This design comes from an exercise in tuning for small area and a short achievable clock period on the open sky130 flow, not from production work.
Function was checked by simulation only, so behaviour that the tests miss may differ from the original.
No activity file was given, so power comes from the tool's default toggle rates.

## mac_16bit
module mac_16bit(out_rounded,md,mr,clk,rst);
output reg [26:0] out_rounded;
input [15:0] md,mr;
input clk,rst;
reg [15:0] MD;
reg [7:0] ONE, TWO, NEG;         
reg [84:0] P;                  
reg [39:0] A;                    
reg [5:0] CB;                 
reg [8:0] k;       
reg clr;           
reg z1;            
reg r1, z2;        
wire zero = !rst | clr;
wire [16:0] mrx = {mr, 1'b0};
wire [7:0] one_n, two_n, neg_n;
genvar g;
generate for (g = 0; g < 8; g = g + 1) begin : enc
  assign one_n[g] = mrx[2*g+1] ^ mrx[2*g];
  assign two_n[g] = (mrx[2*g+2] & ~mrx[2*g+1] & ~mrx[2*g]) | (~mrx[2*g+2] & mrx[2*g+1] & mrx[2*g]);
  assign neg_n[g] = mrx[2*g+2] & ~(mrx[2*g+1] & mrx[2*g]);
end endgenerate
wire [16:0] pp0 = (({17{ONE[0]}} & {MD[15], MD}) | ({17{TWO[0]}} & {MD, 1'b0})) ^ {17{NEG[0]}};
wire ns0 = ~pp0[16];
wire [16:0] pp1 = (({17{ONE[1]}} & {MD[15], MD}) | ({17{TWO[1]}} & {MD, 1'b0})) ^ {17{NEG[1]}};
wire ns1 = ~pp1[16];
  ...
For scale: ~1200 cells after synthesis, about 210 flip-flops.
Settings: LEC_CHECK=0, CAP_MARGIN=20, CORE_MARGIN=2, CORE_UTILIZATION=40, SETUP_SLACK_MARGIN=4.15, SLEW_MARGIN=20; clock period 6.9 ns.
run.sh (not shown) runs the stock make flow with config.mk's settings and CLKGATE_MAP_FILE= SYNTH_SCRIPT=/design/flow/synth_recipe.tcl, a recipe that flattens the netlist after the stock synthesis.
Then changed:
==> flow/flow/run.sh (new file) <==
#!/bin/bash
# The standard layout (the standard.sh), except that the port buffers are
# sky130_fd_sc_hd__buf_2 cells instead of the default delay buffers.
set -euo pipefail
export BUFFER_PORTS_ARGS="-buffer_cell sky130_fd_sc_hd__buf_2"
bash standard.sh > standard.log 2>&1
==> flow/standard.sh (new file) <==
#!/bin/bash
# synth_recipe.tcl (not shown) runs the flow's synth.tcl, then flattens the netlist and writes it again
# the make line also repeats each setting of config.mk as NAME=value (left out here)
make -C /OpenROAD-flow-scripts/flow DESIGN_CONFIG=/design/flow/config.mk WORK_HOME=/design/flow/orfs CLKGATE_MAP_FILE= SYNTH_SCRIPT=/design/flow/synth_recipe.tcl "${@:-finish}"
CORE_UTILIZATION = 60   (was 40)
CTS_CLUSTER_DIAMETER = 100   (was default)
CTS_CLUSTER_SIZE = 20   (was default)
PLACE_DENSITY = 0.72   (was default)
removed: flow/run.sh
Setup slack gets better by 0.034 ns.
Routed wire length fell by about 5.5%.
Die area drops by 33%.
Flip-flop and latch count is unchanged.
Final area decreases by 6.6%.
Then changed:
==> flow/run.sh (new file) <==
#!/bin/bash
# synth_recipe.tcl (not shown) runs the flow's synth.tcl, then flattens the netlist and writes it again
# the make line also repeats each setting of config.mk as NAME=value (left out here)
make -C /OpenROAD-flow-scripts/flow DESIGN_CONFIG=/design/flow/config.mk WORK_HOME=/design/flow/orfs CLKGATE_MAP_FILE= SYNTH_SCRIPT=/design/flow/synth_recipe.tcl finish
CORE_UTILIZATION = 40   (was 60)
CTS_CLUSTER_DIAMETER = default   (was 100)
CTS_CLUSTER_SIZE = default   (was 20)
PLACE_DENSITY = default   (was 0.72)
SETUP_SLACK_MARGIN = 4.4   (was 4.15)
removed: flow/flow/run.sh
removed: flow/standard.sh
After rerunning:
- The new run completed without violations
- synthesized cell count is unchanged
- design area increases by 15%
- clock skew shrinks by 0.010 ns
- sequential power hardly moves
- maximum frequency increases by 2.0%
- power rises by 20%
- wire length rises by 9.7%
- core utilization decreases by 16 points
- hold slack got worse by 0.0038 ns

* * *

## cedar
Another version of the RTL of mac_16bit (not shown whole).
Size: ~1200 cells after synthesis, ~180 flip-flops, ~61 I/O pins.
export LEC_CHECK = 0
export CAP_MARGIN = 20
export CORE_MARGIN = 2
export CORE_UTILIZATION = 40
export SLEW_MARGIN = 20
create_clock -name core_clock -period 6.9 [get_ports {clk}]
Stock flow here: none of the scripts above is used.
--- input diff cedar..juniper ---
- setting TNS_END_PERCENT to 100 for the first time
- setting SETUP_SLACK_MARGIN to 4.4 for the first time
## What came out
juniper vs cedar on post-route worst setup slack: juniper is the higher one.
juniper vs. cedar: register-to-register setup slack went up; area added between synthesis and finish now larger; first-iteration DRC count increased 33.
Run comparison: juniper cell with the largest stage delay on the worst path sky130_fd_sc_hd__fa_1; cedar cell with the largest stage delay on the worst path sky130_fd_sc_hd__clkinv_1
STATUS setup slack after placement: juniper wins against cedar
What xenon does differently from juniper at the input level:
- removing TNS_END_PERCENT (formerly 100)
- changing SETUP_SLACK_MARGIN from 4.4 to 4.0
--- outcome ---
The setup slack at placement of xenon is lower than that of juniper. Combined flip-flop and latch cell area of xenon is on par with juniper. | final design area excluding fillers | xenon vs juniper | about 5.5% lower |. Via count of the first global-routing pass in xenon is 75 below juniper. Re final net count: juniper was higher than xenon. xenon -> juniper: boundary pin count delta 0, exact match. met1 track demand over resource in global routing in xenon is 0.31 points lower than in juniper. Where via count is concerned, juniper is outperformed by xenon.
Inputs modified between xenon and yarrow:
- a change of SETUP_SLACK_MARGIN from 4.0 to 3.6
Max clock power across yarrow and xenon: xenon. Compared yarrow vs xenon, and period utilization is up in yarrow. Of yarrow and xenon, the lower final area belongs to yarrow. Lower combined flip-flop and latch cell area goes to yarrow over xenon. Side by side, first-pass GRT wire length turned out lower in yarrow than in xenon.

* * *

mac_16bit with an RTL version that a note above also has.
Size in the first run: roughly 1200 cells after synthesis, ~61 I/O pins, about 13000 µm² of cells after synthesis.
clock: 6.9 ns
lec_check: 0
cap_margin: 20
core_margin: 2
core_utilization: 40
setup_slack_margin: 4.15
slew_margin: 20
standard.sh (not shown) runs the stock make flow with config.mk's settings and CLKGATE_MAP_FILE= SYNTH_SCRIPT=/design/flow/synth_recipe.tcl, a recipe that flattens the netlist after the stock synthesis.
==> flow/flow/run.sh <==
#!/bin/bash
# The standard layout (the standard.sh), except that the port buffers are
# sky130_fd_sc_hd__buf_2 cells instead of the default delay buffers.
set -euo pipefail
export BUFFER_PORTS_ARGS="-buffer_cell sky130_fd_sc_hd__buf_2"
bash standard.sh > standard.log 2>&1
The first run produced a clean layout.
Next try:
==> flow/run.sh (new file) <==
#!/bin/bash
# synth_recipe.tcl (not shown) runs the flow's synth.tcl, then flattens the netlist and writes it again
# the make line also repeats each setting of config.mk as NAME=value (left out here)
make -C /OpenROAD-flow-scripts/flow DESIGN_CONFIG=/design/flow/config.mk WORK_HOME=/design/flow/orfs CLKGATE_MAP_FILE= SYNTH_SCRIPT=/design/flow/synth_recipe.tcl finish
--- a/flow/config.mk
+++ b/flow/config.mk
@@ -9,4 +9,4 @@
 export CORE_MARGIN = 2
-export CORE_UTILIZATION = 40
-export SETUP_SLACK_MARGIN = 4.15
+export CORE_UTILIZATION = 60
+export SETUP_SLACK_MARGIN = 4.25
 export SLEW_MARGIN = 20
removed: flow/flow/run.sh
removed: flow/standard.sh
Sequential cell count stays the same.
Wire length went down by about 1.8%.
Setup slack gains 120 ps.
Die area went down by about 33%.

* * *

build 45:
mac_16bit again, from the RTL that the note above started with.
Settings: LEC_CHECK=0, ABC_AREA=1, CAP_MARGIN=20, CORE_MARGIN=2, CORE_UTILIZATION=40, SETUP_SLACK_MARGIN=4.15, SLEW_MARGIN=20; clock period 6.9 ns.
run.sh (not shown) runs the stock make flow with config.mk's settings and CLKGATE_MAP_FILE= SYNTH_SCRIPT=/design/flow/synth_recipe.tcl, a recipe that flattens the netlist after the stock synthesis.
Stock flow here: none of the scripts above is used.
The following lists how build 83 was set up differently from build 45:
- putting CTS_CLUSTER_DIAMETER at 100 where nothing was set
- swapping 40 for 60 in CORE_UTILIZATION
- clearing ABC_AREA, which used to be 1
- putting CTS_CLUSTER_SIZE at 20 where nothing was set
==> flow/flow/run.sh (new file) <==
#!/bin/bash
# The standard layout (the standard.sh), except that the port buffers are
# sky130_fd_sc_hd__buf_2 cells instead of the default delay buffers.
set -euo pipefail
export BUFFER_PORTS_ARGS="-buffer_cell sky130_fd_sc_hd__buf_2"
bash standard.sh > standard.log 2>&1
==> flow/standard.sh (new file) <==
#!/bin/bash
# synth_recipe.tcl (not shown) runs the flow's synth.tcl, then flattens the netlist and writes it again
# the make line also repeats each setting of config.mk as NAME=value (left out here)
make -C /OpenROAD-flow-scripts/flow DESIGN_CONFIG=/design/flow/config.mk WORK_HOME=/design/flow/orfs CLKGATE_MAP_FILE= SYNTH_SCRIPT=/design/flow/synth_recipe.tcl "${@:-finish}"
removed: flow/run.sh
==> notes.md <==
The final layouts of build 45 and build 83 pass the timing, design-rule and antenna checks.
First-pass GRT wire length: build 83 better than build 45
Worst hold margin of build 45 is on par with build 83.
Number of nets at the end of the flow for build 83 is lower than for build 45.
Build 45 has higher routed via count than build 83.
Build 83 vs build 45: total power draw down
In the tables for build 45 and build 83, non-clock buffer count reads higher with build 45.
Diff build 45 and build 83: share of total power in the clock network higher in build 45
Build 83 vs. build 45: total setup buffers inserted after CTS went down by 49.
Between build 45 and build 83, largest net degree at the start of global routing is higher for build 83, build 45 comes in under that.
Build 83 vs build 45, critical path capture point: P[38] vs P[44]
The following lists how build 15 was set up differently from build 83:
- a change of SETUP_SLACK_MARGIN from 4.15 to 4.3
### Flow results
Build 15: done, clean on timing, DRC and antenna
Build 15 gives more worst slew margin relative to its limit than build 83 did.
Count of non-CTS buffers in the layout delta for build 15 relative to build 83: 33 higher
Detailed-placement wirelength estimate: build 15 vs build 83, no meaningful difference
Comparing worst setup slack for build 83 and build 15, the smaller number came from build 83.
diff inputs: build 15 => build 34
- CORE_UTILIZATION now 40, was 60
- CTS_CLUSTER_SIZE no longer set, was 20
- CTS_BUF_LIST now sky130_fd_sc_hd__clkbuf_4 sky130_fd_sc_hd__clkbuf_8, previously not set
- CTS_CLUSTER_DIAMETER no longer set, was 100
- SETUP_SLACK_MARGIN now 4.4, was 4.3
==> flow/run.sh (new file) <==
#!/bin/bash
# synth_recipe.tcl (not shown) runs the flow's synth.tcl, then flattens the netlist and writes it again
# the make line also repeats each setting of config.mk as NAME=value (left out here)
make -C /OpenROAD-flow-scripts/flow DESIGN_CONFIG=/design/flow/config.mk WORK_HOME=/design/flow/orfs CLKGATE_MAP_FILE= SYNTH_SCRIPT=/design/flow/synth_recipe.tcl finish
removed: flow/flow/run.sh
removed: flow/standard.sh
Findings:
Compared with build 15, build 34 shows last weighted congestion value of the routability-driven placer that has gone down slightly.
As far as multi-input gate count is concerned, build 34 and build 15 perform about the same.
Summary: with build 15 as the reference, buffer count excluding the clock tree in the final layout in build 34 moved up by more than half.
Looking at startpoint of the worst setup timing path, the P[33] result is from build 34; the P[51] one comes from build 15.
From build 15 to build 34 the numbers moved as follows: worst hold margin was more or less identical, initial core utilization went down by 20 points, met3 routed wirelength went up by 5.5%, final cell count without fillers went up by 261, number of search-and-repair iterations in the first detailed-routing pass went down by 1.
Looking at the reports, build 34 completed the entire flow and the layout it produced met the timing, design-rule and antenna checks.
When the final numbers for build 15 and build 34 were put side by side, the met2 wire length turned out to be smaller in build 15.

## afterwards: timing with drivers on the ports
Ports are ideal in the flow. The routed layouts listed here were re-timed in OpenROAD.
Step 1 (the two cells are an assumption about what drives the block):
set clk [get_ports {clk}]
set_driving_cell -lib_cell sky130_fd_sc_hd__clkbuf_16 $clk
set_driving_cell -lib_cell sky130_fd_sc_hd__buf_2 [delete_from_list [all_inputs] $clk]
Step 2 also shifts input and output timing later by t, the mid clock arrival at the registers, as if the neighbouring blocks saw the same clock.
Slacks: no drivers / after step 1 / after step 2; pairs: no drivers / after step 1.
run | t (ns) | setup WS [ns] | worst register clock-pin slew, ns | worst slew at a driven data input, ns | cell pins on the clock port's net
the first run of note 1 | 0.559 | 4.199 / 4.199 / 3.739 | 0.07 / 0.07 | 0.03 | 1
the second run of note 1 | 0.516 | 4.233 / 4.233 / 3.816 | 0.09 / 0.09 | 0.03 | 1
the third run of note 1 | 0.560 | 4.286 / 4.286 / 4.192 | 0.07 / 0.07 | 0.03 | 1
cedar | 0.484 | 3.161 / 3.161 / 3.161 | 0.08 / 0.08 | 0.04 | 1
juniper | 0.482 | 3.645 / 3.645 / 3.645 | 0.08 / 0.08 | 0.03 | 1
xenon | 0.477 | 3.612 / 3.612 / 3.571 | 0.08 / 0.08 | 0.03 | 1
yarrow | 0.478 | 3.551 / 3.551 / 3.286 | 0.08 / 0.08 | 0.03 | 1
the first run of note 3 | 0.562 | 4.156 / 4.156 / 3.791 | 0.06 / 0.06 | 0.03 | 1
the second run of note 3 | 0.553 | 4.275 / 4.275 / 3.799 | 0.06 / 0.06 | 0.03 | 1
build 45 | 0.564 | 4.169 / 4.169 / 3.780 | 0.06 / 0.06 | 0.04 | 1
build 83 | 0.514 | 4.237 / 4.237 / 3.843 | 0.08 / 0.08 | 0.03 | 1
build 15 | 0.514 | 4.281 / 4.281 / 3.931 | 0.08 / 0.08 | 0.03 | 1
build 34 | 0.567 | 4.292 / 4.292 / 4.192 | 0.07 / 0.07 | 0.03 | 1
After both steps every run listed still meets setup and hold. For the second run of note 3, which loses most, drivers alone change the setup slack by 0.000 ns; drivers and shift together by -0.476 ns.
